This design comes from an exercise in tuning for small area, a short achievable clock period and few clock cycles per item on the open sky130 flow, not from production work.
RTL that was checked went through simulation tests only; none was proved equivalent to the original.

Setup of main:
## fp_sqrt
module fp_sqrt(reset, clk, i_sign, i_exp, i_frac, ready, o_sign, o_exp, o_frac);
Size in the first run: ~130 I/O pins, roughly 9200 um^2 of cells after synthesis.
==> module integer_sqrt, before the edit <==
module integer_sqrt #(parameter K = 1, parameter S = 1) (clk, start, odd, frac, root, done);
    input clk;
    input start;
    input odd;
    input [51:0] frac;
    output [27:0] root;
    output done;
    localparam C  = (28 - S) / K;    
    localparam CW = (C < 16) ? 4 : 5;
    reg [28:0] q;                    
    reg rdy;                         
    reg [29:0] rem;                  
    reg [CW-1:0] cnt;                
    reg [2*K-1:0] p;                 
    assign root = q[27:0];
    assign done = rdy;
    function [2*K-1:0] fetch;
        input [CW-1:0] c;
        input e0;
        reg [K-1:0] ev;              
        reg [K:0]   od;              
        integer n, k, i;
        begin
            ev = 0;
            od = 0;
            for (n = 0; n < C; n = n + 1)
                if (c == n)
                    for (k = 0; k <= K; k = k + 1) begin
                        i = 25 - S - K*n - k;
                        if (k < K && i >= 0) ev[K-1-k] = frac[2*i];
                        if (i >= 0) od[K-k] = frac[2*i+1];
                    end
            for (k = 0; k < K; k = k + 1)
                fetch[2*K-1-2*k -: 2] = e0 ? {od[K-k], ev[K-1-k]} : {ev[K-1-k], od[K-1-k]};
        end
    endfunction
    localparam TW = 2*S + 2;
    function [2*S+2:0] topsqrt;      
        input [TW-1:0] mt;
        reg [S:0] r;
        reg [S+1:0] m;
        reg [S+3:0] t;
        integer u;
        begin
            r = 1;
            m = mt[TW-1:TW-2] - 1'b1;
            for (u = 0; u < S; u = u + 1) begin
                t = {m, mt[2*S-1-2*u -: 2]} - {r, 2'b01};
                if (!t[S+3]) begin
                    m = t;
                    r = {r, 1'b1};
                end else begin
                    m = {m, mt[2*S-1-2*u -: 2]};
                    r = {r, 1'b0};
                end
            end
            topsqrt = {r, m};
        end
    endfunction
    wire [2*S+2:0] tab_odd  [0:(1 << 2*S) - 1];
    wire [2*S+2:0] tab_even [0:(1 << 2*S+1) - 1];
    genvar v;
    generate
        for (v = 0; v < (1 << 2*S); v = v + 1) begin : todd
            assign tab_odd[v] = topsqrt({2'b01, v[2*S-1:0]});
        end
        for (v = 0; v < (1 << 2*S+1); v = v + 1) begin : teven
            assign tab_even[v] = topsqrt({1'b1, v[2*S:0]});
        end
    endgenerate
    wire [2*S+2:0] top_odd  = tab_odd[frac[51 -: 2*S]];
    wire [2*S+2:0] top_even = tab_even[frac[51 -: 2*S+1]];
    wire [S:0] r0 = odd ? top_odd[2*S+2 -: S+1] : top_even[2*S+2 -: S+1];
    wire [S+1:0] m0 = odd ? top_odd[S+1:0] : top_even[S+1:0];
    wire [29:0] rs [0:K/2];
    wire [28:0] qs [0:K/2];
    assign rs[0] = rem;
    assign qs[0] = q;
    genvar g;
    generate
        for (g = 0; g < K/2; g = g + 1) begin : stage
            wire [1:0] p1 = p[2*K-1-4*g -: 2];
            wire [1:0] p2 = p[2*K-3-4*g -: 2];
            wire sg = rs[g][29];
            wire [28:0] qn = qs[g] ^ {29{~sg}};
            wire [30:0] t1 = {rs[g][28:0], p1} + {qn, 2'b11};
            wire [30:0] x = {rs[g][26:0], p1, p2};
            wire [30:0] t2s = x + {qn, 3'b111};
            wire [30:0] t2b = x + {qn, 4'b1111} + {qn, 3'b000};
            wire s1 = t1[30];
            wire [30:0] t2 = (s1 == sg) ? t2b : t2s;
            assign rs[g+1] = {t2[30], t2[28:0]};
            assign qs[g+1] = {qs[g][26:0], ~s1, ~t2[30]};
        end
    endgenerate
    always @(posedge clk) begin
        if (start) begin
            q   <= r0;
            rdy <= 1'b0;
            rem <= m0;
            cnt <= 1;
            p   <= fetch(0, odd);
        end else begin
            if (!q[28]) q <= qs[K/2];
            rdy <= rdy | q[28-K];
            rem <= rs[K/2];
            cnt <= cnt + 1'b1;
            p   <= fetch(cnt, odd);
        end
    end
endmodule
==> flow/config.mk <==
export PLATFORM = sky130hd
export DESIGN_NAME = fp_sqrt
export DESIGN_NICKNAME = fp_sqrt
export VERILOG_FILES = /design/flow/design.v
export SDC_FILE = /design/flow/constraint.sdc
export NUM_CORES = 4
export LEC_CHECK = 0
export ABC_AREA = 1
export ABC_CLOCK_PERIOD_IN_PS = 2500
export CAP_MARGIN = 20
export CORE_MARGIN = 2
export CORE_UTILIZATION = 40
export SETUP_SLACK_MARGIN = 5
export SLEW_MARGIN = 20
==> flow/constraint.sdc <==
create_clock -name core_clock -period 11.0 [get_ports {clk}]
set_input_delay 2.2000 -clock core_clock [delete_from_list [all_inputs] [get_ports {clk}]]
set_output_delay 2.2000 -clock core_clock [all_outputs]
set_load 0.01 [all_outputs]
standard.sh (not shown) runs the stock make flow with config.mk's settings and CLKGATE_MAP_FILE= SYNTH_SCRIPT=/design/flow/synth_recipe.tcl, a recipe that flattens the netlist after the stock synthesis.
==> flow/flow/run.sh <==
#!/bin/bash
# The standard layout (the standard.sh, standard synthesis unchanged) with
# two changes to how the layout is made: the port buffers use the smallest
# buffer cell, and timing repair aims for 7.5 ns of setup slack.
set -o pipefail
bash standard.sh "BUFFER_PORTS_ARGS=-buffer_cell sky130_fd_sc_hd__buf_1" SETUP_SLACK_MARGIN=7.5  finish > flow_make.log 2>&1
main: no failed stages, no open violations at the end
Testbench counts of main, summed over its fixed seeds: cycles 26,880, items 1,920.
Here is what was changed in the inputs of the feature branch compared with main.
-- flow/design.v --
<<< main, line 58
        end
    endfunction
    wire [2*S+2:0] tab_odd  [0:(1 << 2*S) - 1];
    wire [2*S+2:0] tab_even [0:(1 << 2*S+1) - 1];
    genvar v;
    generate
        for (v = 0; v < (1 << 2*S); v = v + 1) begin : todd
            assign tab_odd[v] = topsqrt({2'b01, v[2*S-1:0]});
        end
        for (v = 0; v < (1 << 2*S+1); v = v + 1) begin : teven
            assign tab_even[v] = topsqrt({1'b1, v[2*S:0]});
        end
    endgenerate
    wire [2*S+2:0] top_odd  = tab_odd[frac[51 -: 2*S]];
    wire [2*S+2:0] top_even = tab_even[frac[51 -: 2*S+1]];
    wire [S:0] r0 = odd ? top_odd[2*S+2 -: S+1] : top_even[2*S+2 -: S+1];
    wire [S+1:0] m0 = odd ? top_odd[S+1:0] : top_even[S+1:0];
>>> the feature branch, line 58
        end
    endfunction
    wire [2*S+2:0] top_odd  = topsqrt({2'b01, frac[51 -: 2*S]});
    wire [2*S+2:0] top_even = topsqrt({1'b1, frac[51 -: 2*S+1]});
    wire [S:0] r0 = odd ? top_odd[2*S+2 -: S+1] : top_even[2*S+2 -: S+1];
    wire [S+1:0] m0 = odd ? top_odd[S+1:0] : top_even[S+1:0];
Between main and the feature branch, the global-route track usage on met3 figures differ only marginally.
Sort main and the feature branch by cell count after synthesis, descending, and the feature branch comes first.
Taking main as the reference, in the feature branch least setup slack across all paths after layout went up 0.014 ns; post-synthesis cell area went up 1.1%.
In the metrics for main and the feature branch, the one carrying the higher layout filler cell count is the feature branch.
Between the feature branch and main, it is the feature branch whose wire length of the first global-routing pass is higher, by 5.1%.
From main to the feature branch the numbers moved as follows: slew at the pin with the worst max-slew slack picked up an extra 0.044 ns, share of synthesized cell area in and, or, nand and nor gates went down by 0.58 points, floorplan die area grew by 270 um^2.
The feature branch ended with more number of logic stages on the critical path including buffering than main.
No functional check of the RTL was part of the feature branch.

==> static timing again, ports no longer ideal <==
In the flow no input, the clock included, has a driving cell. The finished layouts below were timed again as built, in two steps.
Step 1, drivers: a clkbuf_16 drives clk and a buf_2 each remaining input, both assumed.
Step 2 times the ports against the registers' clock, not the clock port: input delays grow and output delays shrink by t, the midpoint of the rising clock arrivals with the driver on.
a / b / c = no drivers / after step 1 / after step 2; a / b = the first two.
run	shift t [ns]	slack for setup (ns)	worst hold slack (ns)	worst data-port slew with drivers (ns)	cell pins on the clock port's net
main	0.401	7.583 / 7.604 / 7.202	0.459 / 0.459 / 0.459	0.04	1
the feature branch	0.401	7.597 / 7.618 / 7.217	0.469 / 0.469 / 0.469	0.04	1
After both steps every run listed still meets setup and hold. The setup slack of main, which loses most, moves by +0.021 ns with the drivers and by -0.381 ns with both steps.
